Context: an optimization exercise on an open-source flow, tuned for small area and a short achievable clock period. The choices shown serve that exercise and are no tape-out recipe. RTL that was checked went through simulation tests only; none was proved equivalent to the original. For run 1, only the layout was checked, not whether the RTL still works. The clock port is modelled as an ideal driver, which makes a skipped or thinned clock tree look cheaper than it is; a real chip needs a root buffer or a tree. Power and IR drop assume default switching activity.

==> design.v <==
module alu(
             clk_p_i,
             reset_n_i,
             data_a_i,
             data_b_i,
             inst_i,
             data_o
             );
      input           clk_p_i;
      input           reset_n_i;
      input   [7:0]   data_a_i;
      input   [7:0]   data_b_i;
      input   [2:0]   inst_i;
      output reg  [15:0]  data_o;
      reg     [7:0]    data_a_d1_r;
      reg     [7:0]    data_b_d1_r;
      reg     [2:0]    inst_d1_r;
      wire    [7:0]    a = data_a_d1_r;
      wire    [7:0]    b = data_b_d1_r;
      wire             op_sub = (inst_d1_r == 3'b001);
      wire             op_abs = (inst_d1_r == 3'b101);
      wire             inv    = op_sub | (op_abs & a[7]);
      wire    [7:0]    x      = op_abs ? 8'b0 : b;
      wire    [7:0]    y      = a ^ {8{inv}};
      wire    [8:0]    s;
      wire    [8:0]    sc;
      assign sc[0] = inv;
      genvar q2;
      generate for (q2 = 0; q2 < 8; q2 = q2 + 1) begin : g_add
        assign {sc[q2+1], s[q2]} = x[q2] + y[q2] + sc[q2];
      end endgenerate
      assign s[8] = sc[8];
      wire             s8     = x[7] ^ y[7] ^ s[8];
      wire    [15:0]   prod;
      wire bo_0 = b[0] ^ 1'b0;
      wire bt_0 = (b[1] & ~b[0] & ~1'b0) | (~b[1] & b[0] & 1'b0);
      wire bn_0 = b[1];
      wire pp_0_0 = ((bo_0 & a[0]) | (bt_0 & 1'b0)) ^ bn_0;
      wire pp_0_1 = ((bo_0 & a[1]) | (bt_0 & a[0])) ^ bn_0;
      wire pp_0_2 = ((bo_0 & a[2]) | (bt_0 & a[1])) ^ bn_0;
      wire pp_0_3 = ((bo_0 & a[3]) | (bt_0 & a[2])) ^ bn_0;
      wire pp_0_4 = ((bo_0 & a[4]) | (bt_0 & a[3])) ^ bn_0;
      wire pp_0_5 = ((bo_0 & a[5]) | (bt_0 & a[4])) ^ bn_0;
      wire pp_0_6 = ((bo_0 & a[6]) | (bt_0 & a[5])) ^ bn_0;
      wire pp_0_7 = ((bo_0 & a[7]) | (bt_0 & a[6])) ^ bn_0;
      wire pp_0_8 = ((bo_0 & a[7]) | (bt_0 & a[7])) ^ bn_0;
      wire ps_0 = ~pp_0_8;
      wire bo_1 = b[2] ^ b[1];
      wire bt_1 = (b[3] & ~b[2] & ~b[1]) | (~b[3] & b[2] & b[1]);
      wire bn_1 = b[3];
      wire pp_1_0 = ((bo_1 & a[0]) | (bt_1 & 1'b0)) ^ bn_1;
      wire pp_1_1 = ((bo_1 & a[1]) | (bt_1 & a[0])) ^ bn_1;
      wire pp_1_2 = ((bo_1 & a[2]) | (bt_1 & a[1])) ^ bn_1;
      wire pp_1_3 = ((bo_1 & a[3]) | (bt_1 & a[2])) ^ bn_1;
      wire pp_1_4 = ((bo_1 & a[4]) | (bt_1 & a[3])) ^ bn_1;
      wire pp_1_5 = ((bo_1 & a[5]) | (bt_1 & a[4])) ^ bn_1;
      wire pp_1_6 = ((bo_1 & a[6]) | (bt_1 & a[5])) ^ bn_1;
      wire pp_1_7 = ((bo_1 & a[7]) | (bt_1 & a[6])) ^ bn_1;
      wire pp_1_8 = ((bo_1 & a[7]) | (bt_1 & a[7])) ^ bn_1;
      wire ps_1 = ~pp_1_8;
      wire bo_2 = b[4] ^ b[3];
      wire bt_2 = (b[5] & ~b[4] & ~b[3]) | (~b[5] & b[4] & b[3]);
      wire bn_2 = b[5];
      wire pp_2_0 = ((bo_2 & a[0]) | (bt_2 & 1'b0)) ^ bn_2;
      wire pp_2_1 = ((bo_2 & a[1]) | (bt_2 & a[0])) ^ bn_2;
      wire pp_2_2 = ((bo_2 & a[2]) | (bt_2 & a[1])) ^ bn_2;
      wire pp_2_3 = ((bo_2 & a[3]) | (bt_2 & a[2])) ^ bn_2;
      wire pp_2_4 = ((bo_2 & a[4]) | (bt_2 & a[3])) ^ bn_2;
      wire pp_2_5 = ((bo_2 & a[5]) | (bt_2 & a[4])) ^ bn_2;
      wire pp_2_6 = ((bo_2 & a[6]) | (bt_2 & a[5])) ^ bn_2;
      wire pp_2_7 = ((bo_2 & a[7]) | (bt_2 & a[6])) ^ bn_2;
      wire pp_2_8 = ((bo_2 & a[7]) | (bt_2 & a[7])) ^ bn_2;
      wire ps_2 = ~pp_2_8;
      wire bo_3 = b[6] ^ b[5];
      wire bt_3 = (b[7] & ~b[6] & ~b[5]) | (~b[7] & b[6] & b[5]);
      wire bn_3 = b[7];
      wire pp_3_0 = ((bo_3 & a[0]) | (bt_3 & 1'b0)) ^ bn_3;
      wire pp_3_1 = ((bo_3 & a[1]) | (bt_3 & a[0])) ^ bn_3;
      wire pp_3_2 = ((bo_3 & a[2]) | (bt_3 & a[1])) ^ bn_3;
      wire pp_3_3 = ((bo_3 & a[3]) | (bt_3 & a[2])) ^ bn_3;
      wire pp_3_4 = ((bo_3 & a[4]) | (bt_3 & a[3])) ^ bn_3;
      wire pp_3_5 = ((bo_3 & a[5]) | (bt_3 & a[4])) ^ bn_3;
      wire pp_3_6 = ((bo_3 & a[6]) | (bt_3 & a[5])) ^ bn_3;
      wire pp_3_7 = ((bo_3 & a[7]) | (bt_3 & a[6])) ^ bn_3;
      wire pp_3_8 = ((bo_3 & a[7]) | (bt_3 & a[7])) ^ bn_3;
      wire ps_3 = ~pp_3_8;
      wire m_1, m_2; assign {m_2,m_1} = pp_0_6 + pp_1_4;
      wire m_3, m_4; assign {m_4,m_3} = pp_0_7 + pp_1_5;
      wire m_5, m_6; assign {m_6,m_5} = ps_0 + pp_1_6 + pp_2_4;
      wire m_7, m_8; assign {m_8,m_7} = pp_1_7 + pp_2_5;
      wire m_9, m_10; assign {m_10,m_9} = pp_0_4 + pp_1_2;
      wire m_11, m_12; assign {m_12,m_11} = pp_0_5 + pp_1_3;
      wire m_13, m_14; assign {m_14,m_13} = m_1 + pp_2_2 + pp_3_0;
      wire m_15, m_16; assign {m_16,m_15} = m_2 + m_3 + pp_2_3;
      wire m_17, m_18; assign {m_18,m_17} = m_4 + m_5 + pp_3_2;
      wire m_19, m_20; assign {m_20,m_19} = m_6 + m_7 + pp_3_3;
      wire m_21, m_22; assign {m_22,m_21} = m_8 + ps_1 + pp_2_6;
      wire m_23, m_24; assign {m_24,m_23} = pp_2_7 + pp_3_5;
      wire m_25, m_26; assign {m_26,m_25} = pp_0_2 + pp_1_0;
      wire m_27, m_28; assign {m_28,m_27} = pp_0_3 + pp_1_1;
      wire m_29, m_30; assign {m_30,m_29} = m_9 + pp_2_0 + bn_2;
      wire m_31, m_32; assign {m_32,m_31} = m_10 + m_11 + pp_2_1;
      wire m_33, m_34; assign {m_34,m_33} = m_12 + m_13 + bn_3;
      wire m_35, m_36; assign {m_36,m_35} = m_14 + m_15 + pp_3_1;
      wire m_37, m_38; assign {m_38,m_37} = m_16 + m_17 + 1'b1;
      wire m_39, m_40; assign {m_40,m_39} = m_18 + m_19 + 1'b1;
      wire m_41, m_42; assign {m_42,m_41} = m_20 + m_21 + pp_3_4;
      wire m_43, m_44; assign {m_44,m_43} = m_22 + m_23 + 1'b1;
      wire m_45, m_46; assign {m_46,m_45} = m_24 + ps_2 + pp_3_6;
      wire m_47, m_48; assign {m_48,m_47} = pp_3_7 + 1'b1;
      wire [15:0] mra = {1'b1,m_48,m_46,m_44,m_42,m_40,m_38,m_36,m_34,m_32,m_30,m_28,m_26,m_25,pp_0_1,pp_0_0};
      wire [15:0] mrb = {1'b0,ps_3,m_47,m_45,m_43,m_41,m_39,m_37,m_35,m_33,m_31,m_29,m_27,bn_1,1'b0,bn_0};
      wire [16:0] mc; assign mc[0] = 1'b0;
      genvar q;
      generate for (q = 0; q < 16; q = q + 1) begin : g_fin
        assign {mc[q+1], prod[q]} = mra[q] + mrb[q] + mc[q];
      end endgenerate
      wire    [7:0]    rem;
      wire    [9:0]    a1 = {2'b0, a};
      wire    [9:0]    a2 = {1'b0, a, 1'b0};
      wire    [9:0]    a3 = a1 + a2;
      genvar j, i;
      generate
        for (j = 1; j <= 4; j = j + 1) begin : g_div
          wire [2*j-1:0] t;
          wire [2*j-1:0] r;
          wire [2*j:0]   d1, d2, d3;
          wire           f1, f2, f3, ge1, ge2, ge3;
          if (j == 1) begin : g_first
            assign t = b[7:6];
          end else begin : g_next
            assign t = {g_div[j-1].r, b[9-2*j:8-2*j]};
          end
          assign f1 = ~|a1[9:2*j];
          assign f2 = ~|a2[9:2*j];
          assign f3 = ~|a3[9:2*j];
          wire [2*j:0] bw1;
          assign bw1[0] = 1'b0;
          for (i = 0; i < 2*j; i = i + 1) begin : g_s1
            assign d1[i] = t[i] ^ a1[i] ^ bw1[i];
            assign bw1[i+1] = (~t[i] & a1[i]) | (~t[i] & bw1[i]) | (a1[i] & bw1[i]);
          end
          assign d1[2*j] = bw1[2*j];
          wire [2*j:0] bw2;
          assign bw2[0] = 1'b0;
          for (i = 0; i < 2*j; i = i + 1) begin : g_s2
            assign d2[i] = t[i] ^ a2[i] ^ bw2[i];
            assign bw2[i+1] = (~t[i] & a2[i]) | (~t[i] & bw2[i]) | (a2[i] & bw2[i]);
          end
          assign d2[2*j] = bw2[2*j];
          wire [2*j:0] bw3;
          assign bw3[0] = 1'b0;
          for (i = 0; i < 2*j; i = i + 1) begin : g_s3
            assign d3[i] = t[i] ^ a3[i] ^ bw3[i];
            assign bw3[i+1] = (~t[i] & a3[i]) | (~t[i] & bw3[i]) | (a3[i] & bw3[i]);
          end
          assign d3[2*j] = bw3[2*j];
          assign ge1 = f1 & ~d1[2*j];
          assign ge2 = f2 & ~d2[2*j];
          assign ge3 = f3 & ~d3[2*j];
          assign r = ge3 ? d3[2*j-1:0] : ge2 ? d2[2*j-1:0] : ge1 ? d1[2*j-1:0] : t;
        end
      endgenerate
      assign rem = g_div[4].r;
      reg     [15:0]   ALU_d2_w;
      always@ (*)
      begin
          case(inst_d1_r)
            3'b000:    ALU_d2_w = {{7{s8}}, s8, s[7:0]};
            3'b001:    ALU_d2_w = {{7{s8}}, s8, s[7:0]};
            3'b010:    ALU_d2_w = prod;
            3'b011:    ALU_d2_w = {8'b0, a & b};
            3'b100:    ALU_d2_w = {8'b0, a ^ b};
            3'b101:    ALU_d2_w = {8'b0, s[7:0]};
            3'b110:    ALU_d2_w = {8'b0, s[8:1]};
            default:   ALU_d2_w = {8'b0, rem};
          endcase
      end
      always@(posedge clk_p_i)
          data_b_d1_r <= data_b_i;
      always@(posedge clk_p_i or negedge reset_n_i)
      begin
          if (reset_n_i == 1'b0)
          begin
            data_a_d1_r <= 0;
            inst_d1_r   <= 3'b011;
            data_o <= 0;
          end
          else
          begin
            data_a_d1_r <= data_a_i;
            inst_d1_r   <= inst_i;
            data_o <= ALU_d2_w;
          end
      end
endmodule
==> flow/run.sh <==
#!/bin/bash
# Layout flow: the standard ORFS flow (standard.sh) with these changes.
#  1. Synthesis runs ORFS's own synthesis script unchanged, but without the
#     full/half-adder cell map (ADDER_MAP_FILE empty), so that ABC maps the
#     adder logic together with the rest of the logic.
#  2. ABC runs flow/abc_area.script in place of ORFS's area script: the
#     synthesis step uses a copy of ORFS's scripts folder in which only that
#     file is replaced.
#  3. The port buffers that global placement inserts are buf_2 cells.
#  4. flow/settings.sh may set further ORFS variables for the layout steps
#     (for example a setup slack margin for timing repair).
# Each step's full output goes to a log file in this folder.
set -e
HERE=$(pwd)
rm -rf "$HERE/scripts"
cp -r "$FLOW_HOME/scripts" "$HERE/scripts"
cp "$HERE/flow/abc_area.script" "$HERE/scripts/abc_area.script"
export ADDER_MAP_FILE=
bash standard.sh SCRIPTS_DIR="$HERE/scripts" synth > "$HERE/log_synth.txt" 2>&1
export BUFFER_PORTS_ARGS="-buffer_cell sky130_fd_sc_hd__buf_2"
if [[ -f "$HERE/flow/settings.sh" ]]; then source "$HERE/flow/settings.sh"; fi
bash standard.sh finish > "$HERE/log_finish.txt" 2>&1
==> flow/abc_area.script <==
strash
dch
map -D 5000
topo
stime -c
buffer -c
upsize -c
dnsize -c
==> standard.sh <==
#!/bin/bash
# synth_recipe.tcl (not shown) runs the flow's synth.tcl, then flattens the netlist and writes it again
# the make line also repeats each setting of config.mk as NAME=value (left out here)
make -C /OpenROAD-flow-scripts/flow DESIGN_CONFIG=/design/flow/config.mk WORK_HOME=/design/flow/orfs CLKGATE_MAP_FILE= SYNTH_SCRIPT=/design/flow/synth_recipe.tcl "${@:-finish}"
==> config.mk <==
export PLATFORM = sky130hd
export DESIGN_NAME = alu
export DESIGN_NICKNAME = alu
export VERILOG_FILES = /design/flow/design.v
export SDC_FILE = /design/flow/constraint.sdc
export NUM_CORES = 4
export LEC_CHECK = 0
export ABC_AREA = 1
export CAP_MARGIN = 20
export CORE_MARGIN = 2
export CORE_UTILIZATION = 40
export GPL_TIMING_DRIVEN = 0
export SLEW_MARGIN = 20
==> constraint.sdc <==
create_clock -name core_clock -period 30.0 [get_ports {clk_p_i}]
set_input_delay 6.0000 -clock core_clock [delete_from_list [all_inputs] [get_ports {clk_p_i}]]
set_output_delay 6.0000 -clock core_clock [all_outputs]
set_load 0.01 [all_outputs]
==> reports/metrics.csv, run 1 <==
stage,metric,value,unit
cells_and_area,share of post-route cells with drive strength above 1,15.7,%
drt,Vias,5492,
clock_network,CTS buffer count,5,
floorplanning,Ports,37,
yosys,Cell variety after synth,69,
drt,Post-Route WL,15.9,mm
run,Max-Cap Viols,0,
yosys,Post-Syn Instances,822,
yosys,post-synthesis mux area share,0,%
drt,post-route ant nets,0,
power_and_ir_drop,leakage power,2.61,nW
cells_and_area,Inserted Diodes,0,
drt,DR iter-0 viols,435,
global_routing,initial antenna violation count,0,
worst_setup_path,Crit path largest cell delay,0.53,ns
yosys,"Net Count, Synth",843,
placement,dpl hpwl,12.5,mm
worst_setup_path,"critical path fanouts, max",10,
yosys,Synth Area in Compound Gates,24.1,%
clock_network,Max Root-Sink Buffers,2,
yosys,largest family of logic cells by synthesized area,simple AND/OR/NAND/NOR gates,
yosys,"Cell Area, Synth",5150,um2
yosys,Synth Area in Adders,2.82,%
sta,clock skew,0.00552,ns
sta,max-slew violations,0,
drt,post-route DRC violation count,0,
drt,vias per cell,5.29,
yosys,Area contributors post-synth,"xor2_1, nand2_1, dfrtp_1",
clock_network,hold_buf cts,0,
floorplanning,die height,118,um
sta,Setup TNS,0,ns
clock_network,Worst-Skew Late Latency,0.30,ns
worst_setup_path,crit path from,data_a_d1_r[3],
placement,DP Cell Count,1030,
yosys,Most used DFF post-synth,dfrtp_1,
floorplanning,num rows,41,
global_routing,first-pass GRT wire length,25.4,mm
clock_network,H-tree Lvls,2,
yosys,yosys warns,1,
clock_network,post-CTS sizing,0,
placement,Port Buffer Count,36,
yosys,"Avg Cell Area, Syn",6.27,um2
worst_setup_path,Worst path slowest cell,clkbuf_1,
global_routing,largest net degree at the start of global routing,28,
yosys,top-area cell type share of the netlist area,13.4,%
sta,RSZ-0062 raised after global routing,no,
cells_and_area,final net count,886,
yosys,simple-gate share of the synthesized area,32.6,%
yosys,"Seq/Total Area, Yosys",16.3,%
worst_setup_path,flop-to-flop setup slack,23.11,ns
worst_setup_path,Critical Path End,data_o[3],
floorplanning,die width,118,um
cells_and_area,final cell count without fillers,1038,
global_routing,total gr overflow,0,
sta,fmax,0.145,GHz
sta,final hold vios,0,
worst_setup_path,WP data arrival,7.06,ns
worst_setup_path,CP Class,flop to flop,
worst_setup_path,cell mode on critical path,o21ai_1,
worst_setup_path,R2R Path Start,data_a_d1_r[3],
cells_and_area,Area Growth Syn to Fin,10.4,%
floorplanning,effective utilization at floorplan,40.8,%
sta,fin crit period,6.89,ns
worst_hold_path,Hold Path Cell Cnt,5,
worst_setup_path,Critical Path RT,30.17,ns
clock_network,CTS tree,yes,
clock_network,"Reg clk slew, reported paths",0.06,ns
sta,worst-margin pin slew,0.901,ns
run_status,status,"complete, no violations",
drt,DR pass1 iterations,5,
yosys,"EDFF count, synth",0,
floorplanning,total die area,13800,um2
yosys,XOR/XNOR share of the synthesized area,16.0,%
floorplanning,Core Footprint,12600,um2
cells_and_area,"most common cell after layout, fill and taps aside",nand2_1,
clock_network,# Post-CTS Setup Buffers,0,
cells_and_area,most frequent cells in the layout,"nand2_1, nor2_1, xor2_1",
sta,final period utilization,23.0,%
yosys,"FFs w/ async S/R, synth",77.1,%
sta,Setup Viol. Count Final,0,
worst_setup_path,R2R depth,39,
yosys,"flops & latches, synth",35,
worst_setup_path,Worst R2R End,data_o[3],
power_and_ir_drop,PwrDens,50.8,nW/um2
sta,relative slew slack,39.5,%
worst_setup_path,crit path capture type,flop,
yosys,post-synth top area cell,xor2_1,
worst_hold_path,worst hold path type,flop to flop,
drt,wire length per cell,15.3,um
clock_network,CTS Sinks,35,
worst_setup_path,Worst Setup Start Kind,flop,
power_and_ir_drop,worst vdd ir,0.0313,mV
global_routing,GRT Total Usage,23.3,%
clock_network,CTS root buf,clkbuf_16,
placement,GP Congestion,0.946,
global_routing,vias in the first global route,4825,
-- worst max-delay path: cells and delay by family (launching register included) --
family	cells	cell delay, ns
fa+ha+maj	1	0.30
xor+xnor	3	0.72
buf+inv	5	1.04
simple gates	13	1.79
flops	1	0.33
compound gates	17	2.54
-- layout make-up --
type / instances / area [um2]
Sequential cell: 35 / 838
Timing Repair Buffer: 36 / 180
Inverter: 81 / 304
Tap cell: 172 / 215
Clock inverter: 2 / 12.5
Fill cell: 1398 / 6930
Multi-Input combinational cell: 679 / 3890
Clock buffer: 6 / 129
Buffer: 27 / 121
-- how the worst min path moves through the flow --
stage	end	slack, ns	start
floorplan	data_o[7]	0.65	inst_d1_r[0]
global placement	data_o[7]	0.75	inst_d1_r[0]
detailed placement	data_o[7]	0.76	inst_d1_r[0]
CTS	data_o[6]	0.78	data_b_d1_r[6]
global route	data_o[7]	0.83	inst_d1_r[0]
finish	data_o[6]	0.79	data_b_d1_r[6]
-- Yosys cell counts, drive strengths merged (15+ instances only) --
master / n
nand3: 25
nand2: 176
inv: 74
o21ai: 64
xor2: 79
a21oi: 44
or2: 15
xnor2: 15
nor2: 137
o22ai: 29
dfrtp: 25
-- per-layer routing --
layer / track usage, % / vias up / part of all wire, %
li1: - / 2832 / -
met1: 34.8 / 2443 / 48
met2: 34.5 / 196 / 42
met3: 3.20 / 21 / 8.0
met4: 6.93 / 0 / 1.8
met5: 0 / - / 0
-- state kept, by name, summed over array words and instances (netlist names) --
name,flops
data_a_d1_r,8
data_b_d1_r,8
data_o,16
inst_d1_r,3
-- per-stage QoR --
step | instance area (um2) | setup slack, ns | util [%] | hold WS (ns) | power, mW
finish | 5690 | 23.11 | 45.1 | 0.788 | 0.289
global route | 5690 | 22.41 | 45.1 | 0.831 | 0.316
CTS | 5690 | 23.16 | 45.1 | 0.780 | 0.289
detailed placement | 5550 | 23.20 | 44.0 | 0.757 | 0.236
global placement | 5550 | 23.32 | 44.0 | 0.754 | 0.235
floorplan | 5150 | 23.62 | - | 0.646 | 0.199
-- where the power goes --
group          leakage (nW)  total (mW)  switching, mW  internal [mW]
Clock                0.0669      0.0524         0.0218         0.0307
Sequential            0.396      0.0563        0.00264         0.0537
Combinational          2.14       0.181          0.114         0.0661
-- cell families (layout without fill, tap and decap cells) --
| kind of cell | count (synthesis) | in the layout |
|---|---|---|
| buf+inv | 108 | 152 |
| flops | 35 | 35 |
| xor+xnor | 94 | 94 |
| simple gates | 383 | 383 |
| compound gates | 188 | 188 |
| fa+ha+maj | 14 | 14 |
==> run 2, diff against run 1 <==
--- a/design.v
+++ b/design.v
@@ -121,3 +121,3 @@
       wire    [9:0]    a3 = a1 + a2;
-      genvar j, i;
+      genvar j;
       generate
@@ -136,23 +136,5 @@
           assign f3 = ~|a3[9:2*j];
-          wire [2*j:0] bw1;
-          assign bw1[0] = 1'b0;
-          for (i = 0; i < 2*j; i = i + 1) begin : g_s1
-            assign d1[i] = t[i] ^ a1[i] ^ bw1[i];
-            assign bw1[i+1] = (~t[i] & a1[i]) | (~t[i] & bw1[i]) | (a1[i] & bw1[i]);
-          end
-          assign d1[2*j] = bw1[2*j];
-          wire [2*j:0] bw2;
-          assign bw2[0] = 1'b0;
-          for (i = 0; i < 2*j; i = i + 1) begin : g_s2
-            assign d2[i] = t[i] ^ a2[i] ^ bw2[i];
-            assign bw2[i+1] = (~t[i] & a2[i]) | (~t[i] & bw2[i]) | (a2[i] & bw2[i]);
-          end
-          assign d2[2*j] = bw2[2*j];
-          wire [2*j:0] bw3;
-          assign bw3[0] = 1'b0;
-          for (i = 0; i < 2*j; i = i + 1) begin : g_s3
-            assign d3[i] = t[i] ^ a3[i] ^ bw3[i];
-            assign bw3[i+1] = (~t[i] & a3[i]) | (~t[i] & bw3[i]) | (a3[i] & bw3[i]);
-          end
-          assign d3[2*j] = bw3[2*j];
+          assign d1 = {1'b0, t} - {1'b0, a1[2*j-1:0]};
+          assign d2 = {1'b0, t} - {1'b0, a2[2*j-1:0]};
+          assign d3 = {1'b0, t} - {1'b0, a3[2*j-1:0]};
           assign ge1 = f1 & ~d1[2*j];
--- a/flow/run.sh
+++ b/flow/run.sh
@@ -9,3 +9,3 @@
 #  3. The port buffers that global placement inserts are buf_2 cells.
-#  4. flow/settings.sh may set further ORFS variables for the layout steps
+#  5. flow/settings.sh may set further ORFS variables for the layout steps
 #     (for example a setup slack margin for timing repair).
@@ -20,2 +20,3 @@
 export BUFFER_PORTS_ARGS="-buffer_cell sky130_fd_sc_hd__buf_2"
+export POST_CTS_TCL="$HERE/flow/clock_one_level.tcl"
 if [[ -f "$HERE/flow/settings.sh" ]]; then source "$HERE/flow/settings.sh"; fi
==> flow/clock_one_level.tcl (new file) <==
proc drives_something { inst } {
  foreach t [$inst getITerms] {
    if { [$t isOutputSignal] && [$t getNet] ne "NULL" } { return 1 }
  }
  return 0
}
proc out_net { inst } {
  foreach t [$inst getITerms] {
    if { [$t isOutputSignal] } { return [$t getNet] }
  }
  return "NULL"
}
set block [ord::get_db_block]
set port_net [$block findNet clk_p_i]
set port_loads [$port_net getITerms]
if { [llength $port_loads] != 1 } {
  puts "clock_one_level: the clock port drives [llength $port_loads] pins, left as it is"
  return
}
set root [[lindex $port_loads 0] getInst]
set root_out [out_net $root]
set leaves {}
set others 0
foreach it [$root_out getITerms] {
  set inst [$it getInst]
  if { $inst == $root } { continue }
  if { [string match "sky130_fd_sc_hd__clkbuf_*" [[$inst getMaster] getName]] && [drives_something $inst] } {
    lappend leaves $it
  } else {
    incr others
  }
}
if { [llength $leaves] == 0 || [llength $leaves] > 4 || $others > 0 } {
  puts "clock_one_level: [llength $leaves] leaf buffers and $others other loads on the root net, left as it is"
  return
}
# dummy loads on the leaf nets
set dummies 0
foreach it $leaves {
  set leaf_net [out_net [$it getInst]]
  foreach lt [$leaf_net getITerms] {
    set li [$lt getInst]
    if { $li == [$it getInst] } { continue }
    if { ![drives_something $li] } {
      $lt disconnect
      odb::dbInst_destroy $li
      incr dummies
    }
  }
}
# the leaf buffers go onto the clock port's net, the root buffer goes
foreach it $leaves {
  $it disconnect
  $it connect $port_net
}
foreach t [$root getITerms] { if { [$t getNet] ne "NULL" } { $t disconnect } }
odb::dbInst_destroy $root
odb::dbNet_destroy $root_out
puts "clock_one_level: clock port drives [llength $leaves] leaf buffers directly; removed the root buffer and $dummies dummy loads"
estimate_parasitics -placement
report_clock_skew
--- a/config.mk
+++ b/config.mk
@@ -11,2 +11,3 @@
 export CORE_UTILIZATION = 40
+export CTS_BUF_LIST = sky130_fd_sc_hd__clkbuf_8
 export GPL_TIMING_DRIVEN = 0
==> reports/metrics.csv, run 2 <==
stage,metric,value,unit,change
run_status,status,"complete, no violations",,
yosys,"EDFF count, synth",0,,unchanged
cells_and_area,final net count,916,,+3.4%
worst_setup_path,CP Class,flop to output pin,,
global_routing,first-pass GRT wire length,26.4,mm,+4.0%
drt,DR iter-0 viols,442,,+1.6%
worst_setup_path,Critical Path RT,24.00,ns,-6.17 ns
yosys,"Net Count, Synth",874,,+3.7%
global_routing,vias in the first global route,5145,,+6.6%
drt,Post-Route WL,16.1,mm,+1.6%
floorplanning,Core Footprint,13100,um2,+3.7%
floorplanning,effective utilization at floorplan,40.6,%,-0.25 points
drt,Met1 Wirelength,7.74,mm,+2.1%
worst_hold_path,Hold Path Cell Cnt,2,,-3
worst_setup_path,CP cell instances,buf_2,,
drt,wire length per cell,15.1,um,-1.3%
yosys,commonest cells in the netlist,"nor2_1, nand2_1, xor2_1",,
sta,max-slew violations,0,,unchanged
yosys,Post-Syn Instances,853,,+3.8%
cells_and_area,share of post-route cells with drive strength above 1,16.1,%,+0.42 points
worst_hold_path,Hold EP,data_o[0],,
cells_and_area,max reg flops,16,,unchanged
run,Max-Cap Viols,0,,unchanged
power_and_ir_drop,PwrDens,48.1,nW/um2,-5.4%
sta,fin crit period,6.65,ns,-0.237 ns
cells_and_area,"Core Util, Final",44.1,%,-1.0 points
worst_setup_path,flop-to-flop setup slack,23.57,ns,+0.46 ns
worst_setup_path,Worst R2R End,data_o[6],,
yosys,top-area cell type share of the netlist area,13.8,%,+0.43 points
worst_setup_path,crit path capture type,output pin,,
cells_and_area,final cell count without fillers,1069,,+3.0%
sta,relative slew slack,40.8,%,+1.3 points
drt,post-route DRC violation count,0,,unchanged
sta,RSZ-0062 raised after global routing,no,,
cells_and_area,Top reg by flops,data_o,,
yosys,"Cell Area, Synth",5310,um2,+3.1%
floorplanning,num rows,42,,+2.4%
sta,final hold vios,0,,unchanged
sta,fmax,0.150,GHz,+3.6%
global_routing,GRT Total Usage,23.4,%,+0.15 points
sta,Setup Viol. Count Final,0,,unchanged
yosys,most common cell in the netlist,nor2_1,,
global_routing,largest net degree at the start of global routing,28,,unchanged
yosys,Cell variety after synth,62,,-10%
placement,GP Congestion,0.931,,-1.5%
placement,dpl hpwl,12.5,mm,+0.26%
sta,Setup TNS,0,ns,unchanged
cells_and_area,"most common cell after layout, fill and taps aside",nor2_1,,
clock_network,Worst-Skew Late Latency,0.16,ns,-0.14 ns
drt,WL met2,7.12,mm,+6.0%
floorplanning,total die area,14200,um2,+3.0%
yosys,yosys warns,1,,unchanged
power_and_ir_drop,leakage power,2.66,nW,+2.0%
drt,DR pass1 iterations,6,,+1
yosys,"FFs w/ async S/R, synth",77.1,%,unchanged
floorplanning,die height,119,um,+1.5%
floorplanning,Ports,37,,unchanged
worst_setup_path,Worst path slowest cell,dfrtp_1,,
worst_setup_path,Crit path largest cell delay,0.37,ns,-0.16 ns
global_routing,total gr overflow,0,,unchanged
yosys,Most used DFF post-synth,dfrtp_1,,
worst_setup_path,WP data arrival,0.65,ns,-6.41 ns
drt,uppermost layer routed,met4,,
yosys,post-synth top area cell,xor2_1,,
cells_and_area,Storage cell area,838,um2,unchanged
cells_and_area,area of the multi-input gates,4000,um2,+2.9%
sta,worst hold slack,0.761,ns,-0.0271 ns
worst_hold_path,worst hold start,data_b_d1_r[0],,
placement,Port Buffer Count,36,,unchanged
yosys,"Avg Cell Area, Syn",6.23,um2,-0.69%
worst_setup_path,"critical path fanouts, max",1,,-9
sta,worst-margin pin slew,0.881,ns,-0.0193 ns
drt,vias per cell,5.24,,-1.0%
drt,routed wl met3,860,um,-32%
global_routing,initial antenna violation count,0,,unchanged
power_and_ir_drop,Design Power,277,uW,-4.1%
cells_and_area,most frequent cells in the layout,"nor2_1, nand2_1, xor2_1",,
worst_setup_path,Top delay family on crit path,flip-flops,,
worst_setup_path,Worst Setup Start Kind,flop,,
worst_setup_path,R2R Path Start,data_a_d1_r[3],,
floorplanning,die width,119,um,+1.5%
clock_network,CTS Sinks,35,,unchanged
yosys,Area contributors post-synth,"xor2_1, nor2_1, dfrtp_1",,
worst_hold_path,worst hold path type,flop to flop,,
drt,post-route ant nets,0,,unchanged
yosys,"flops & latches, synth",35,,unchanged
cells_and_area,fill cell count,1407,,+0.64%
power_and_ir_drop,worst vdd ir,0.0184,mV,-41%
sta,final period utilization,22.2,%,-0.79 points
drt,Vias,5597,,+1.9%
clock_network,"Reg clk slew, reported paths",0.10,ns,+0.04 ns
worst_setup_path,CP Buf/Inv Count,1,,-4
sta,clock skew,0.0287,ns,+0.0232 ns
cells_and_area,biggest regs,"data_o: 16 flops, data_a_d1_r: 8 flops, data_b_d1_r: 8 flops",,
worst_setup_path,R2R depth,37,,-5.1%
placement,DP Cell Count,1065,,+3.4%
yosys,"Seq/Total Area, Yosys",15.8,%,-0.48 points
cells_and_area,Inserted Diodes,0,,unchanged
cells_and_area,Area Growth Syn to Fin,8.57,%,
## run 2: changes by cell type after synthesis, moves of 4 or more
cell	delta
nand2_1	-35
inv_1	+7
clkinv_1	-5
o211ai_1	+6
nor2_1	+48
a21boi_1	-4
clkbuf_1	-8
xnor2_1	+6
nand3b_1	-5
buf_2	+4
inv_2	+7
a21oi_1	+13
xor2_1	+5
o21ai_1	-5
## run 2: layout make-up
| cell class | count | share of cell area [%] |
|---|---|---|
| tap | 176 | 3.82 |
| multi-input combinational | 702 | 69.4 |
| clock buffer | 4 | 0.954 |
| inverter | 91 | 5.97 |
| timing repair buffer | 36 | 3.12 |
| buffer | 25 | 2.19 |
| sequential | 35 | 14.5 |
## run 2: kinds of logic (layout without fill, tap and decap cells)
kind of cell / count (synthesis) / in the layout / share of synthesized area [%]
AOI/OAI and AO/OA: 192 / 192 / 23.3
xor gates and xnor gates: 108 / 108 / 18.4
adders and majority gates: 12 / 12 / 2.28
buffers and inverters: 116 / 156 / 8.86
DFF: 35 / 35 / 15.8
and+or+nand+nor: 390 / 390 / 31.4
## run 2: worst max-delay path by stage
stage,from,to,slack [ns],cells after the start
after floorplan,data_o[0],data_o[0],23.62,0
after global placement,reset_n_i,data_a_d1_r[4],23.45,1
after detailed placement,reset_n_i,data_a_d1_r[4],23.44,1
after global routing,data_a_d1_r[7],data_o[6],22.92,41
final,data_o[15],data_o[15],23.35,1
## run 2: routing by layer
layer	global-route usage, %	vias up
met5	0	-
met4	6.99	0
met3	2.30	29
met2	38.0	177
met1	32.7	2510
li1	-	2881
## run 2: power breakdown
part           internal [mW]  switching, mW  total, mW
clock network         0.0122         0.0146     0.0268
logic                 0.0749          0.120      0.195
registers             0.0534        0.00236     0.0558
## run 2: metrics by stage
| step | instance area, um2 | setup slack, ns |
|---|---|---|
| 3_3_place_gp | 5710 | 23.45 |
| 6_report | 5770 | 23.35 |
| 2_1_floorplan | 5310 | 23.62 |
| 5_1_grt | 5770 | 22.92 |
| 3_5_place_dp | 5710 | 23.44 |
==> run 3, diff against run 2 <==
--- a/flow/run.sh
+++ b/flow/run.sh
@@ -8,3 +8,5 @@
 #     file is replaced.
-#  3. The port buffers that global placement inserts are buf_2 cells.
+#  3. Every port gets a buffer, as in the standard flow, but from
+#     flow/buffer_ports.tcl (run before global placement): buf_1 cells on
+#     the data inputs, buf_4 on the reset input and buf_2 on the outputs.
 #  5. flow/settings.sh may set further ORFS variables for the layout steps
@@ -19,3 +21,4 @@
 bash standard.sh SCRIPTS_DIR="$HERE/scripts" synth > "$HERE/log_synth.txt" 2>&1
-export BUFFER_PORTS_ARGS="-buffer_cell sky130_fd_sc_hd__buf_2"
+export DONT_BUFFER_PORTS=1
+export PRE_GLOBAL_PLACE_TCL="$HERE/flow/buffer_ports.tcl"
 export POST_CTS_TCL="$HERE/flow/clock_one_level.tcl"
==> flow/buffer_ports.tcl (new file) <==
# PRE_GLOBAL_PLACE hook: buffer every input and output port, as the standard
# flow does, with buf_1 cells on the data inputs, buf_2 cells on the outputs
# and a buf_4 on the reset input, which fans out to many registers.
buffer_ports -inputs -buffer_cell sky130_fd_sc_hd__buf_1
buffer_ports -outputs -buffer_cell sky130_fd_sc_hd__buf_2
set block [ord::get_db_block]
set rnet [$block findNet reset_n_i]
foreach it [$rnet getITerms] {
  set inst [$it getInst]
  replace_cell $inst sky130_fd_sc_hd__buf_4
  puts "buffer_ports: reset buffer [$inst getName] is now [[$inst getMaster] getName]"
}
==> reports/metrics.csv, run 3 <==
stage,metric,value,unit,change
yosys,Cell variety after synth,62,,unchanged
run_status,Err,[ERROR STA-0124] instance type 'odb__dbInst' is not an instance.,,
yosys,top-area cell type share of the netlist area,13.8,%,unchanged
yosys,"Net Count, Synth",874,,unchanged
yosys,commonest cells in the netlist,"nor2_1, nand2_1, xor2_1",,
floorplanning,num rows,42,,unchanged
run_status,Failed at,global placement (3_3_place_gp),,
yosys,post-synth top area cell,xor2_1,,
yosys,Most used DFF post-synth,dfrtp_1,,
floorplanning,die height,119,um,unchanged
floorplanning,die width,119,um,unchanged
yosys,"FFs w/ async S/R, synth",77.1,%,unchanged
floorplanning,effective utilization at floorplan,40.6,%,unchanged
yosys,Area contributors post-synth,"xor2_1, nor2_1, dfrtp_1",,
yosys,"flops & latches, synth",35,,unchanged
yosys,"Cell Area, Synth",5310,um2,unchanged
run_status,status,did not finish,,
placement,Port Buffer Count,36,,unchanged
yosys,"Seq/Total Area, Yosys",15.8,%,unchanged
yosys,"Avg Cell Area, Syn",6.23,um2,unchanged
floorplanning,Ports,37,,unchanged
yosys,Post-Syn Instances,853,,unchanged
yosys,most common cell in the netlist,nor2_1,,
yosys,"EDFF count, synth",0,,unchanged
yosys,yosys warns,1,,unchanged
[run 3: cell counts after synthesis]
No cell type changed its count.
[run 3: kinds of logic after synthesis]
logic type	after synthesis	share of synthesized area, %
buf+inv	116	8.86
compound gates	192	23.3
xor+xnor	108	18.4
flops	35	15.8
simple gates	390	31.4
fa+ha+maj	12	2.28
==> run 4, diff against run 3 <==
--- a/flow/buffer_ports.tcl
+++ b/flow/buffer_ports.tcl
@@ -9,3 +9,3 @@
   set inst [$it getInst]
-  replace_cell $inst sky130_fd_sc_hd__buf_4
+  replace_cell [get_cells [$inst getName]] sky130_fd_sc_hd__buf_4
   puts "buffer_ports: reset buffer [$inst getName] is now [[$inst getMaster] getName]"
==> reports/metrics.csv, run 4 <==
stage,metric,value,unit,change
cells_and_area,area of the multi-input gates,4000,um2,
drt,WL met2,7.05,mm,
yosys,"Net Count, Synth",874,,unchanged
worst_setup_path,CP cell instances,buf_2,,
yosys,Cell variety after synth,62,,unchanged
cells_and_area,Inserted Diodes,0,,
placement,dpl hpwl,12.5,mm,
yosys,Most used DFF post-synth,dfrtp_1,,
cells_and_area,"Core Util, Final",43.9,%,
floorplanning,die width,119,um,unchanged
cells_and_area,most frequent cells in the layout,"nor2_1, nand2_1, xor2_1",,
yosys,largest family of logic cells by synthesized area,simple AND/OR/NAND/NOR gates,,
cells_and_area,final net count,916,,
floorplanning,die height,119,um,unchanged
floorplanning,effective utilization at floorplan,40.6,%,unchanged
yosys,XOR/XNOR share of the synthesized area,18.4,%,unchanged
yosys,simple-gate share of the synthesized area,31.4,%,unchanged
worst_hold_path,worst hold path type,flop to flop,,
worst_setup_path,CP Class,flop to output pin,,
yosys,Synth Area in Adders,2.28,%,unchanged
yosys,commonest cells in the netlist,"nor2_1, nand2_1, xor2_1",,
worst_setup_path,Worst Setup Start Kind,flop,,
power_and_ir_drop,leakage power,2.61,nW,
global_routing,initial antenna violation count,0,,
drt,vias per cell,5.24,,
cells_and_area,max reg flops,16,,
yosys,top-area cell type share of the netlist area,13.8,%,unchanged
sta,fin worst setup slack,23.36,ns,
yosys,Post-Syn Instances,853,,unchanged
worst_setup_path,Worst path slowest cell,dfrtp_1,,
global_routing,largest net degree at the start of global routing,28,,
placement,GP Congestion,0.921,,
clock_network,CTS Sinks,35,,
yosys,post-synthesis mux area share,0,%,unchanged
yosys,yosys warns,1,,unchanged
sta,worst-margin pin slew,0.915,ns,
drt,uppermost layer routed,met4,,
sta,max-slew violations,0,,
cells_and_area,Storage cell area,838,um2,
worst_setup_path,Crit path largest cell delay,0.36,ns,
clock_network,"Reg clk slew, reported paths",0.09,ns,
cells_and_area,biggest regs,"data_o: 16 flops, data_a_d1_r: 8 flops, data_b_d1_r: 8 flops",,
drt,Post-Route WL,16.1,mm,
worst_setup_path,Critical Path RT,24.00,ns,
worst_setup_path,WP data arrival,0.64,ns,
cells_and_area,Top reg by flops,data_o,,
sta,fmax,0.151,GHz,
worst_setup_path,"critical path fanouts, max",1,,
drt,Met1 Wirelength,7.45,mm,
drt,post-route DRC violation count,0,,
placement,Setup WS pre-CTS,23.52,ns,
drt,post-route ant nets,0,,
cells_and_area,Area Growth Syn to Fin,8.17,%,
drt,DR pass1 iterations,5,,
worst_setup_path,Top delay family on crit path,flip-flops,,
drt,Vias,5603,,
global_routing,vias in the first global route,5146,,
drt,DR iter-0 viols,504,,
sta,Setup TNS,0,ns,
floorplanning,num rows,42,,unchanged
sta,final period utilization,22.1,%,
yosys,"Cell Area, Synth",5310,um2,unchanged
yosys,"FFs w/ async S/R, synth",77.1,%,unchanged
yosys,"Seq/Total Area, Yosys",15.8,%,unchanged
sta,clock skew,0.0240,ns,
sta,RSZ-0062 raised after global routing,no,,
power_and_ir_drop,worst vdd ir,0.0219,mV,
run_status,status,"complete, no violations",,
cells_and_area,post-route cell area,5750,um2,
cells_and_area,share of post-route cells with drive strength above 1,14.0,%,
worst_setup_path,crit path capture type,output pin,,
yosys,"flops & latches, synth",35,,unchanged
yosys,post-synth top area cell,xor2_1,,
floorplanning,Core Footprint,13100,um2,
sta,relative slew slack,38.5,%,
floorplanning,Ports,37,,unchanged
power_and_ir_drop,PwrDens,48.3,nW/um2,
cells_and_area,"most common cell after layout, fill and taps aside",nor2_1,,
drt,routed wl met3,1.04,mm,
worst_setup_path,CP Buf/Inv Count,1,,
yosys,most common cell in the netlist,nor2_1,,
yosys,"EDFF count, synth",0,,unchanged
yosys,Synth Area in Compound Gates,23.3,%,unchanged
clock_network,Worst-Skew Late Latency,0.15,ns,
drt,wire length per cell,15.1,um,
yosys,"Avg Cell Area, Syn",6.23,um2,unchanged
run,Max-Cap Viols,0,,
sta,final hold vios,0,,
floorplanning,total die area,14200,um2,
sta,Setup Viol. Count Final,0,,
yosys,Area contributors post-synth,"xor2_1, nor2_1, dfrtp_1",,
placement,Port Buffer Count,36,,unchanged
global_routing,first-pass GRT wire length,26.1,mm,
global_routing,GRT Total Usage,23.1,%,
global_routing,total gr overflow,0,,
placement,placement-stage cell area,5690,um2,
sta,fin crit period,6.64,ns,
cells_and_area,fill cell count,1391,,
run 4: power by group:
group          switching, mW  internal, mW  leakage [nW]
Clock                 0.0144        0.0122        0.0288
Sequential           0.00235        0.0534         0.397
Combinational          0.120        0.0747          2.18
Total                  0.137         0.140          2.61
run 4: final cells by class:
type	instances	area share, %
inverter	91	5.99
sequential	35	14.6
buffer	25	2.20
timing repair buffer	36	2.77
multi-input combinational	702	69.7
tap	176	3.83
clock buffer	4	0.958
run 4: per-layer routing:
metal / vias up / global-route usage (%)
li1: 2896 / -
met2: 175 / 37.8
met3: 34 / 3.16
met4: 0 / 8.85
met1: 2498 / 30.8
met5: - / 0
run 4: cell families (layout without fill, tap and decap cells):
logic type                 Yosys count  after routing
xor gates and xnor gates           108            108
DFF                                 35             35
and+or+nand+nor                    390            390
buffers and inverters              116            156
adders and majority gates           12             12
AOI/OAI and AO/OA                  192            192
run 4: worst paths after layout:
check                               start              to  slack [ns]  cells past startpoint
max                             data_o[6]       data_o[6]       23.36                      1
min                        data_b_d1_r[0]       data_o[0]        0.75                      2
max reg2reg                data_a_d1_r[4]       data_o[6]       23.54                     39
min reg2reg                data_b_d1_r[0]       data_o[0]        0.75                      2
max in group asynchronous       reset_n_i    inst_d1_r[0]       23.90                      1
min in group asynchronous       reset_n_i  data_a_d1_r[3]        5.76                      1
run 4: through the flow:
stage | hold WS, ns | power [mW] | instances
global route | 0.753 | 0.305 | 1069
detailed placement | 0.713 | 0.250 | 1065
finish | 0.745 | 0.277 | 1069
global placement | 0.721 | 0.249 | 1065
floorplan | 0.635 | 0.213 | 853
==> run 5, diff against run 4 <==
--- a/flow/run.sh
+++ b/flow/run.sh
@@ -10,3 +10,3 @@
 #     flow/buffer_ports.tcl (run before global placement): buf_1 cells on
-#     the data inputs, buf_4 on the reset input and buf_2 on the outputs.
+#     the data inputs and outputs, and buf_4 on the reset input.
 #  5. flow/settings.sh may set further ORFS variables for the layout steps
==> flow/buffer_ports.tcl (replaced) <==
# PRE_GLOBAL_PLACE hook: buffer every input and output port, as the standard
# flow does, with buf_1 cells on the data inputs and the outputs
# and a buf_4 on the reset input, which fans out to many registers.
buffer_ports -inputs -buffer_cell sky130_fd_sc_hd__buf_1
buffer_ports -outputs -buffer_cell sky130_fd_sc_hd__buf_1
set block [ord::get_db_block]
set rnet [$block findNet reset_n_i]
foreach it [$rnet getITerms] {
  set inst [$it getInst]
  replace_cell $inst sky130_fd_sc_hd__buf_4
  puts "buffer_ports: reset buffer [$inst getName] is now [[$inst getMaster] getName]"
}
==> reports/metrics.csv, run 5 <==
stage,metric,value,unit,change
run_status,status,did not finish,,
run_status,Failed at,global placement (3_3_place_gp),,
run_status,Err,[ERROR STA-0124] instance type 'odb__dbInst' is not an instance.,,
yosys,"EDFF count, synth",0,,unchanged
yosys,top-area cell type share of the netlist area,13.8,%,unchanged
yosys,commonest cells in the netlist,"nor2_1, nand2_1, xor2_1",,
yosys,Area contributors post-synth,"xor2_1, nor2_1, dfrtp_1",,
yosys,Post-Syn Instances,853,,unchanged
floorplanning,num rows,42,,unchanged
yosys,"Net Count, Synth",874,,unchanged
yosys,yosys warns,1,,unchanged
yosys,"flops & latches, synth",35,,unchanged
floorplanning,die height,119,um,unchanged
yosys,"FFs w/ async S/R, synth",77.1,%,unchanged
yosys,most common cell in the netlist,nor2_1,,
yosys,Cell variety after synth,62,,unchanged
floorplanning,Ports,37,,unchanged
yosys,"Cell Area, Synth",5310,um2,unchanged
placement,Port Buffer Count,36,,unchanged
yosys,post-synth top area cell,xor2_1,,
yosys,Most used DFF post-synth,dfrtp_1,,
yosys,"Seq/Total Area, Yosys",15.8,%,unchanged
yosys,"Avg Cell Area, Syn",6.23,um2,unchanged
floorplanning,die width,119,um,unchanged
floorplanning,effective utilization at floorplan,40.6,%,unchanged
[run 5: cell counts after synthesis]
Identical to the previous run, type by type.
[run 5: logic make-up after synthesis]
logic type               count (synthesis)  synth area share, %
buffers and inverters                  116                 8.86
AO/OA/AOI/OAI                          192                 23.3
flip-flops                              35                 15.8
adder cells (fa/ha/maj)                 12                 2.28
XOR/XNOR                               108                 18.4
AND/OR/NAND/NOR                        390                 31.4
==> run 6, diff against run 5 <==
==> flow/abc_area.script (replaced) <==
strash
dch
map -D 5200
topo
stime -c
buffer -c
upsize -c
dnsize -c
--- a/flow/buffer_ports.tcl
+++ b/flow/buffer_ports.tcl
@@ -9,3 +9,3 @@
   set inst [$it getInst]
-  replace_cell $inst sky130_fd_sc_hd__buf_4
+  replace_cell [get_cells [$inst getName]] sky130_fd_sc_hd__buf_4
   puts "buffer_ports: reset buffer [$inst getName] is now [[$inst getMaster] getName]"
==> reports/metrics.csv, run 6 <==
stage,metric,value,unit,change
cells_and_area,final net count,918,,
cells_and_area,share of post-route cells with drive strength above 1,12.6,%,
power_and_ir_drop,leakage power,2.60,nW,
yosys,"FFs w/ async S/R, synth",77.1,%,unchanged
worst_setup_path,Crit path largest cell delay,0.63,ns,
cells_and_area,fill cell count,1448,,
placement,GP Congestion,0.903,,
sta,max-slew violations,0,,
yosys,post-synth top area cell,xor2_1,,
worst_setup_path,R2R Path Start,data_a_d1_r[1],,
floorplanning,Ports,37,,unchanged
worst_setup_path,"critical path fanouts, max",10,,
placement,dpl hpwl,12.5,mm,
floorplanning,die height,120,um,+0.86%
worst_setup_path,flop-to-flop setup slack,23.37,ns,
drt,Post-Route WL,16.1,mm,
sta,Setup TNS,0,ns,
sta,relative slew slack,40.7,%,
worst_setup_path,Worst path slowest cell,o21ai_0,,
cells_and_area,max reg flops,16,,
sta,Setup Viol. Count Final,0,,
worst_setup_path,Critical Path RT,29.98,ns,
placement,Setup WS pre-CTS,23.52,ns,
cells_and_area,"most common cell after layout, fill and taps aside",nor2_1,,
drt,post-route DRC violation count,0,,
floorplanning,total die area,14500,um2,
yosys,"flops & latches, synth",35,,unchanged
run_status,status,"complete, no violations",,
yosys,top-area cell type share of the netlist area,13.6,%,-0.24 points
cells_and_area,post-route cell area,5820,um2,
run,Max-Cap Viols,0,,
floorplanning,num rows,42,,unchanged
power_and_ir_drop,PwrDens,47.3,nW/um2,
placement,Port Buffer Count,36,,unchanged
cells_and_area,biggest regs,"data_o: 16 flops, data_a_d1_r: 8 flops, data_b_d1_r: 8 flops",,
worst_setup_path,Worst Setup Start Kind,flop,,
cells_and_area,Area Growth Syn to Fin,7.66,%,
yosys,Cell variety after synth,70,,+13%
worst_setup_path,WP data arrival,6.61,ns,
sta,fin crit period,6.63,ns,
yosys,Area contributors post-synth,"xor2_1, nor2_1, dfrtp_1",,
sta,fin worst setup slack,23.37,ns,
sta,fmax,0.151,GHz,
global_routing,largest net degree at the start of global routing,28,,
yosys,Most used DFF post-synth,dfrtp_1,,
sta,final period utilization,22.1,%,
cells_and_area,Inserted Diodes,0,,
drt,vias per cell,5.23,,
yosys,most common cell in the netlist,nor2_1,,
clock_network,"Reg clk slew, reported paths",0.07,ns,
drt,DR pass1 iterations,7,,
cells_and_area,Top reg by flops,data_o,,
yosys,commonest cells in the netlist,"nor2_1, nand2_1, xor2_1",,
worst_setup_path,crit path capture type,flop,,
clock_network,CTS Sinks,35,,
clock_network,Worst-Skew Late Latency,0.13,ns,
worst_setup_path,crit path from,data_a_d1_r[1],,
global_routing,first-pass GRT wire length,26.1,mm,
sta,worst-margin pin slew,0.882,ns,
yosys,Post-Syn Instances,855,,+0.23%
yosys,"Cell Area, Synth",5410,um2,+1.8%
sta,RSZ-0062 raised after global routing,no,,
drt,Vias,5602,,
yosys,"Seq/Total Area, Yosys",15.5,%,-0.28 points
global_routing,vias in the first global route,5147,,
drt,wire length per cell,15.0,um,
yosys,"Net Count, Synth",876,,+0.23%
floorplanning,die width,120,um,+0.86%
global_routing,total gr overflow,0,,
global_routing,GRT Total Usage,22.8,%,
yosys,"EDFF count, synth",0,,unchanged
worst_hold_path,worst hold path type,flop to flop,,
floorplanning,effective utilization at floorplan,40.8,%,+0.23 points
power_and_ir_drop,worst vdd ir,0.0213,mV,
global_routing,initial antenna violation count,0,,
sta,clock skew,0.00774,ns,
floorplanning,Core Footprint,13200,um2,
yosys,yosys warns,1,,unchanged
yosys,"Avg Cell Area, Syn",6.32,um2,+1.6%
cells_and_area,most frequent cells in the layout,"nor2_1, nand2_1, xor2_1",,
worst_setup_path,CP Class,flop to flop,,
drt,post-route ant nets,0,,
worst_hold_path,worst hold start,data_b_d1_r[0],,
drt,DR iter-0 viols,458,,
placement,placement-stage cell area,5770,um2,
sta,final hold vios,0,,
-- run 6: cell count changes after synthesis, moves of 5 or more --
cell	change
a21oi_1	-6
buf_2	-9
inv_1	+8
inv_2	-8
nor2_2	+5
o21ai_0	+6
o21ai_1	-6
-- run 6: worst paths after layout --
kind / endpoint / cells after the start
min in group asynchronous: data_o[10] / 1
min reg2reg: data_o[0] / 2
max in group asynchronous: inst_d1_r[1] / 1
max reg2reg: data_o[6] / 39
min: data_o[0] / 2
max: data_o[6] / 39
-- run 6: where the power goes --
part           switching (mW)  internal [mW]  leakage (nW)
Combinational           0.123         0.0724          2.18
Clock                  0.0124         0.0121        0.0288
Sequential            0.00248         0.0535         0.397
Total                   0.138          0.138          2.60
-- run 6: layout make-up --
type / count / area (um2) / share of cell area [%]
well taps: 176 / 220 / 3.78
clock buffers: 4 / 55.1 / 0.946
flip-flops and latches: 35 / 838 / 14.4
inverters: 94 / 364 / 6.25
plain buffers: 23 / 176 / 3.03
repair buffers: 36 / 139 / 2.39
multi-input cells: 703 / 4030 / 69.2
-- run 6: routing by layer --
layer,up-vias,wire [um],global-route usage (%)
met5,-,0,0
met4,0,433,6.98
met3,32,1120,3.25
met2,183,7040,37.6
met1,2479,7520,30.9
li1,2908,-,-
-- run 6: cell families after synthesis --
family / share of synthesized area [%]
AO/OA/AOI/OAI: 22.2
XOR/XNOR: 17.7
adder cells (fa/ha/maj): 2.45
buffers and inverters: 10.0
flip-flops: 15.5
AND/OR/NAND/NOR: 32.2
-- run 6: worst max-delay path: cells and delay by family, from the launching register on --
| kind | cells | cell delay, ns |
|---|---|---|
| AOI/OAI and AO/OA | 14 | 2.39 |
| and+or+nand+nor | 14 | 2.21 |
| buffers and inverters | 8 | 0.96 |
| DFF | 1 | 0.37 |
| xor gates and xnor gates | 2 | 0.36 |
| adders and majority gates | 1 | 0.19 |
-- run 6: metrics by stage --
stage | util (%) | power, mW | std cells | hold slack (ns)
2_1_floorplan | - | 0.214 | 855 | 0.599
3_3_place_gp | 43.5 | 0.249 | 1067 | 0.678
3_5_place_dp | 43.5 | 0.251 | 1067 | 0.691
5_1_grt | 44.0 | 0.306 | 1071 | 0.744
6_report | 44.0 | 0.276 | 1071 | 0.721
==> run 7, diff against run 6 <==
==> flow/abc_area.script (replaced) <==
strash
dch
map -D 5000
topo
stime -c
buffer -c
upsize -c
dnsize -c
==> reports/metrics.csv, run 7 <==
stage,metric,value,unit,change
worst_setup_path,"critical path fanouts, max",1,,-9
floorplanning,Core Footprint,13100,um2,-1.2%
worst_setup_path,CP Class,flop to output pin,,
yosys,"EDFF count, synth",0,,unchanged
run,Max-Cap Viols,0,,unchanged
floorplanning,die height,119,um,-0.85%
worst_setup_path,Worst path slowest cell,dfrtp_1,,
yosys,"FFs w/ async S/R, synth",77.1,%,unchanged
global_routing,largest net degree at the start of global routing,28,,unchanged
drt,post-route DRC violation count,0,,unchanged
worst_hold_path,worst hold path type,flop to flop,,
drt,DR iter-0 viols,426,,-7.0%
cells_and_area,"most common cell after layout, fill and taps aside",nor2_1,,
yosys,Most used DFF post-synth,dfrtp_1,,
drt,vias per cell,5.24,,+0.12%
placement,GP Congestion,0.924,,+2.2%
worst_setup_path,CP cell instances,buf_1,,
drt,Post-Route WL,16.1,mm,-0.20%
yosys,"Net Count, Synth",874,,-0.23%
cells_and_area,Top reg by flops,data_o,,
sta,relative slew slack,34.5,%,-6.3 points
yosys,"flops & latches, synth",35,,unchanged
power_and_ir_drop,leakage power,2.55,nW,-2.0%
worst_setup_path,Crit path largest cell delay,0.37,ns,-0.26 ns
cells_and_area,Area Growth Syn to Fin,7.80,%,
worst_setup_path,Top delay family on crit path,flip-flops,,
sta,max-slew violations,0,,unchanged
yosys,Cell variety after synth,62,,-11%
floorplanning,Ports,37,,unchanged
global_routing,initial antenna violation count,0,,unchanged
global_routing,first-pass GRT wire length,26.1,mm,unchanged
cells_and_area,share of post-route cells with drive strength above 1,12.2,%,-0.42 points
clock_network,"Reg clk slew, reported paths",0.10,ns,+0.03 ns
yosys,most common cell in the netlist,nor2_1,,
cells_and_area,Inserted Diodes,0,,unchanged
drt,wire length per cell,15.0,um,about the same
yosys,"Seq/Total Area, Yosys",15.8,%,+0.28 points
cells_and_area,fill cell count,1453,,+0.35%
yosys,commonest cells in the netlist,"nor2_1, nand2_1, xor2_1",,
placement,dpl hpwl,12.5,mm,about the same
floorplanning,num rows,42,,unchanged
yosys,"Avg Cell Area, Syn",6.23,um2,-1.5%
cells_and_area,max reg flops,16,,unchanged
sta,worst hold slack,0.751,ns,+0.0300 ns
drt,Vias,5598,,-0.071%
cells_and_area,biggest regs,"data_o: 16 flops, data_a_d1_r: 8 flops, data_b_d1_r: 8 flops",,
cells_and_area,post-route cell area,5730,um2,-1.6%
drt,DR pass1 iterations,5,,-2
sta,clock skew,0.0281,ns,+0.0203 ns
sta,Setup TNS,0,ns,unchanged
cells_and_area,final net count,916,,-0.22%
global_routing,total gr overflow,0,,unchanged
worst_setup_path,CP Buf/Inv Count,1,,-7
yosys,yosys warns,1,,unchanged
power_and_ir_drop,worst vdd ir,0.0211,mV,-0.61%
global_routing,vias in the first global route,5098,,-0.95%
sta,Setup Viol. Count Final,0,,unchanged
worst_setup_path,Critical Path RT,24.00,ns,-5.98 ns
floorplanning,total die area,14200,um2,-1.7%
yosys,Post-Syn Instances,853,,-0.23%
run_status,status,"complete, no violations",,
sta,RSZ-0062 raised after global routing,no,,
clock_network,CTS Sinks,35,,unchanged
drt,post-route ant nets,0,,unchanged
power_and_ir_drop,PwrDens,48.2,nW/um2,+1.8%
sta,final hold vios,0,,unchanged
cells_and_area,most frequent cells in the layout,"nor2_1, nand2_1, xor2_1",,
sta,worst-margin pin slew,0.975,ns,+0.0931 ns
global_routing,GRT Total Usage,22.9,%,+0.098 points
yosys,post-synth top area cell,xor2_1,,
yosys,Area contributors post-synth,"xor2_1, nor2_1, dfrtp_1",,
placement,placement-stage cell area,5670,um2,-1.6%
floorplanning,die width,119,um,-0.85%
worst_setup_path,crit path capture type,output pin,,
sta,fmax,0.151,GHz,-0.24%
floorplanning,effective utilization at floorplan,40.6,%,-0.23 points
clock_network,Worst-Skew Late Latency,0.15,ns,+0.02 ns
sta,final period utilization,22.1,%,+0.053 points
worst_setup_path,WP data arrival,0.64,ns,-5.97 ns
yosys,"Cell Area, Synth",5310,um2,-1.8%
sta,fin crit period,6.64,ns,+0.0160 ns
placement,Port Buffer Count,36,,unchanged
yosys,top-area cell type share of the netlist area,13.8,%,+0.24 points
worst_setup_path,Worst Setup Start Kind,flop,,
run 7: cell count changes after synthesis, sizes merged, moves of 2 or more:
cell	change
xor2	+2
o311ai	-2
a21oi	+8
buf	+2
inv	-2
nand3	-3
nor2	-4
run 7: report_power, final:
part	leakage, nW	total [mW]	switching [mW]	internal [mW]
clock	0.0288	0.0267	0.0145	0.0122
combinational	2.12	0.193	0.120	0.0733
sequential	0.397	0.0559	0.00246	0.0534
total	2.55	0.276	0.137	0.139
run 7: final timing paths:
check	start	to	slack, ns	cells past startpoint
setup / recovery	data_o[6]	data_o[6]	23.36	1
hold / removal	data_b_d1_r[0]	data_o[0]	0.75	2
setup reg to reg	data_a_d1_r[4]	data_o[6]	23.61	39
hold reg to reg	data_b_d1_r[0]	data_o[0]	0.75	2
max in group asynchronous	reset_n_i	inst_d1_r[0]	23.90	1
min in group asynchronous	reset_n_i	data_o[6]	5.76	1
run 7: stage by stage:
step	setup slack (ns)	utilization [%]	std cells	total power, mW
finish	23.36	43.8	1069	0.276
global route	22.93	43.8	1069	0.303
detailed placement	23.54	43.3	1065	0.248
global placement	23.54	43.3	1065	0.247
floorplan	23.62	-	853	0.213
run 7: routing by layer:
layer / GRT usage, % / up-vias / routed length [um]
met2: 38.4 / 175 / 7270
li1: - / 2888 / -
met1: 31.1 / 2509 / 7530
met5: 0 / - / 0
met4: 6.10 / 0 / 307
met3: 2.63 / 26 / 975
run 7: cell type report:
type	count	area (um2)	share of cell area, %
clock buffers	4	55.1	0.961
well taps	176	220	3.85
inverters	91	344	6.01
plain buffers	25	126	2.21
multi-input cells	702	4000	69.9
repair buffers	36	139	2.43
flip-flops and latches	35	838	14.6
run 7: logic make-up after synthesis:
kind of cell / synth area share (%)
AND/OR/NAND/NOR: 31.4
AO/OA/AOI/OAI: 23.3
buffers and inverters: 8.86
XOR/XNOR: 18.4
flip-flops: 15.8
adder cells (fa/ha/maj): 2.28
==> run 8, diff against run 7 <==
--- a/config.mk
+++ b/config.mk
@@ -10,3 +10,3 @@
 export CORE_MARGIN = 2
-export CORE_UTILIZATION = 40
+export CORE_UTILIZATION = 60
 export CTS_BUF_LIST = sky130_fd_sc_hd__clkbuf_8
==> reports/metrics.csv, run 8 <==
stage,metric,value,unit,change
worst_setup_path,CP cell instances,buf_1,,
worst_setup_path,"critical path fanouts, max",1,,unchanged
sta,Setup Viol. Count Final,0,,unchanged
drt,DR pass1 iterations,5,,unchanged
yosys,"Cell Area, Synth",5310,um2,unchanged
drt,post-route ant nets,0,,unchanged
yosys,most common cell in the netlist,nor2_1,,
worst_setup_path,R2R Path Start,data_a_d1_r[7],,
yosys,Area contributors post-synth,"xor2_1, nor2_1, dfrtp_1",,
floorplanning,die width,98.1,um,-18%
yosys,yosys warns,1,,unchanged
placement,GP Congestion,0.985,,+6.6%
drt,post-route DRC violation count,0,,unchanged
yosys,post-synthesis mux area share,0,%,unchanged
power_and_ir_drop,leakage power,2.55,nW,unchanged
worst_setup_path,CP Class,flop to output pin,,
floorplanning,num rows,34,,-19%
floorplanning,die height,98.1,um,-18%
sta,final hold vios,0,,unchanged
sta,clock skew,0.00757,ns,-0.0205 ns
sta,max-slew violations,0,,unchanged
worst_setup_path,Crit path largest cell delay,0.37,ns,about the same
clock_network,"Reg clk slew, reported paths",0.08,ns,-0.02 ns
cells_and_area,max reg flops,16,,unchanged
sta,final period utilization,22.1,%,-0.027 points
global_routing,vias in the first global route,5344,,+4.8%
worst_setup_path,WP data arrival,0.63,ns,about the same
cells_and_area,Area Growth Syn to Fin,6.19,%,
run,Max-Cap Viols,0,,unchanged
yosys,Post-Syn Instances,853,,unchanged
sta,RSZ-0062 raised after global routing,no,,
run_status,status,"complete, no violations",,
worst_setup_path,crit path capture type,output pin,,
worst_hold_path,Hold Path Cell Cnt,2,,unchanged
sta,fmax,0.151,GHz,+0.12%
worst_setup_path,Crit. path cell count,1,,unchanged
yosys,"EDFF count, synth",0,,unchanged
drt,DR iter-0 viols,473,,+11%
sta,worst hold slack,0.737,ns,-0.0139 ns
global_routing,initial antenna violation count,0,,unchanged
worst_hold_path,worst hold start,data_b_d1_r[0],,
yosys,Cell variety after synth,62,,unchanged
worst_setup_path,Top delay family on crit path,flip-flops,,
cells_and_area,biggest regs,"data_o: 16 flops, data_a_d1_r: 8 flops, data_b_d1_r: 8 flops",,
drt,Vias,5843,,+4.4%
cells_and_area,Top reg by flops,data_o,,
yosys,"Net Count, Synth",874,,unchanged
worst_setup_path,R2R depth,40,,+2.6%
cells_and_area,"most common cell after layout, fill and taps aside",nor2_1,,
yosys,Synth Area in Adders,2.28,%,unchanged
global_routing,total gr overflow,0,,unchanged
worst_setup_path,Worst path slowest cell,dfrtp_1,,
yosys,"Seq/Total Area, Yosys",15.8,%,unchanged
placement,dpl hpwl,12.5,mm,-0.40%
clock_network,CTS Sinks,35,,unchanged
drt,wire length per cell,16.0,um,+6.1%
yosys,largest family of logic cells by synthesized area,simple AND/OR/NAND/NOR gates,,
cells_and_area,most frequent cells in the layout,"nor2_1, nand2_1, xor2_1",,
floorplanning,effective utilization at floorplan,61.5,%,+21 points
yosys,post-synth top area cell,xor2_1,,
cells_and_area,Inserted Diodes,0,,unchanged
yosys,"Avg Cell Area, Syn",6.23,um2,unchanged
power_and_ir_drop,PwrDens,49.1,nW/um2,+2.0%
global_routing,GRT Total Usage,33.3,%,+10 points
yosys,Synth Area in Compound Gates,23.3,%,unchanged
sta,worst-margin pin slew,0.971,ns,-0.00416 ns
yosys,simple-gate share of the synthesized area,31.4,%,unchanged
worst_setup_path,Worst R2R End,data_o[6],,
worst_hold_path,worst hold path type,flop to flop,,
yosys,commonest cells in the netlist,"nor2_1, nand2_1, xor2_1",,
floorplanning,Core Footprint,8640,um2,-34%
sta,Setup TNS,0,ns,unchanged
yosys,XOR/XNOR share of the synthesized area,18.4,%,unchanged
floorplanning,total die area,9620,um2,-32%
worst_setup_path,crit path from,data_o[12],,
yosys,"flops & latches, synth",35,,unchanged
worst_setup_path,flop-to-flop setup slack,23.58,ns,-0.03 ns
worst_setup_path,Critical Path RT,24.00,ns,about the same
global_routing,largest net degree at the start of global routing,28,,unchanged
power_and_ir_drop,worst vdd ir,0.0219,mV,+3.5%
yosys,top-area cell type share of the netlist area,13.8,%,unchanged
yosys,"FFs w/ async S/R, synth",77.1,%,unchanged
cells_and_area,share of post-route cells with drive strength above 1,12.2,%,unchanged
clock_network,Worst-Skew Late Latency,0.14,ns,about the same
worst_setup_path,Critical Path End,data_o[12],,
sta,fin crit period,6.63,ns,-0.00800 ns
drt,vias per cell,5.84,,+11%
yosys,Most used DFF post-synth,dfrtp_1,,
sta,relative slew slack,34.8,%,+0.28 points
placement,Port Buffer Count,36,,unchanged
worst_setup_path,Worst Setup Start Kind,flop,,
drt,Post-Route WL,16.0,mm,-0.62%
cells_and_area,final net count,916,,unchanged
worst_setup_path,CP Buf/Inv Count,1,,unchanged
global_routing,first-pass GRT wire length,25.9,mm,-0.69%
floorplanning,Ports,37,,unchanged
## run 8: cell counts after synthesis
No cell type changed its count.
## run 8: logic make-up after synthesis
logic type,after synthesis
XOR/XNOR,108
buffers and inverters,116
flip-flops,35
AO/OA/AOI/OAI,192
AND/OR/NAND/NOR,390
adder cells (fa/ha/maj),12
## run 8: metrics by stage
step	std cells	instance area [um2]	util [%]	setup WS (ns)	total power, mW
floorplan	853	5310	-	23.62	0.213
global route	1001	5640	65.3	22.93	0.303
global placement	997	5590	64.7	23.53	0.243
finish	1001	5640	65.3	23.37	0.277
detailed placement	997	5590	64.7	23.53	0.247
## run 8: power by group
group,total [mW],internal [mW],switching (mW)
clock,0.0280,0.0122,0.0157
combinational,0.193,0.0733,0.120
sequential,0.0560,0.0534,0.00265
## run 8: per-layer routing
layer / vias up / GRT usage (%) / part of all wire, %
li1: 2888 / - / -
met1: 2629 / 43.6 / 43
met2: 282 / 55.7 / 46
met3: 44 / 4.22 / 7.9
met4: 0 / 13.4 / 3.2
met5: - / 0 / 0
## run 8: layout make-up
| class | instances | area, um2 |
|---|---|---|
| Buffer | 25 | 126 |
| Clock buffer | 4 | 55.1 |
| Fill cell | 825 | 2990 |
| Inverter | 91 | 344 |
| Multi-Input combinational cell | 702 | 4000 |
| Sequential cell | 35 | 838 |
| Tap cell | 108 | 135 |
| Timing Repair Buffer | 36 | 139 |
## run 8: worst min-delay path by stage
stage / to / slack (ns)
2_1_floorplan: data_o[0] / 0.64
6_report: data_o[0] / 0.74
3_3_place_gp: data_o[0] / 0.69
5_1_grt: data_o[0] / 0.79
3_5_place_dp: data_o[0] / 0.72

## separate check: timing with driven ports
The results above use ideal ports. As a check the final layouts listed here were re-extracted and re-timed, cells and wires unchanged. Step 1 assumes that a clkbuf_16 drives the clock port and a buf_2 every other input. Step 2 moves the port delays by t, midway between the first and last clock arrival at a register: inputs arrive t later, outputs are due t later. That takes back most of the time a late clock gives input paths. Slacks: ideal / step 1 / step 2; pairs: ideal / step 1.
| run | t (ns) | slack for setup (ns) | latest minus earliest clock arrival (ns) | worst data-port slew with drivers (ns) |
|---|---|---|---|---|
| run 1 | 0.340 | 23.111 / 23.111 / 23.111 | 0.008 / 0.008 | 0.03 |
| run 2 | 0.209 | 23.348 / 23.281 / 23.489 | 0.029 / 0.029 | 0.03 |
| run 4 | 0.206 | 23.357 / 23.289 / 23.495 | 0.024 / 0.024 | 0.04 |
| run 6 | 0.200 | 23.374 / 23.308 / 23.374 | 0.007 / 0.007 | 0.03 |
| run 7 | 0.203 | 23.358 / 23.295 / 23.497 | 0.029 / 0.029 | 0.03 |
| run 8 | 0.198 | 23.366 / 23.308 / 23.506 | 0.008 / 0.007 | 0.03 |
After both steps every run listed still meets setup and hold.
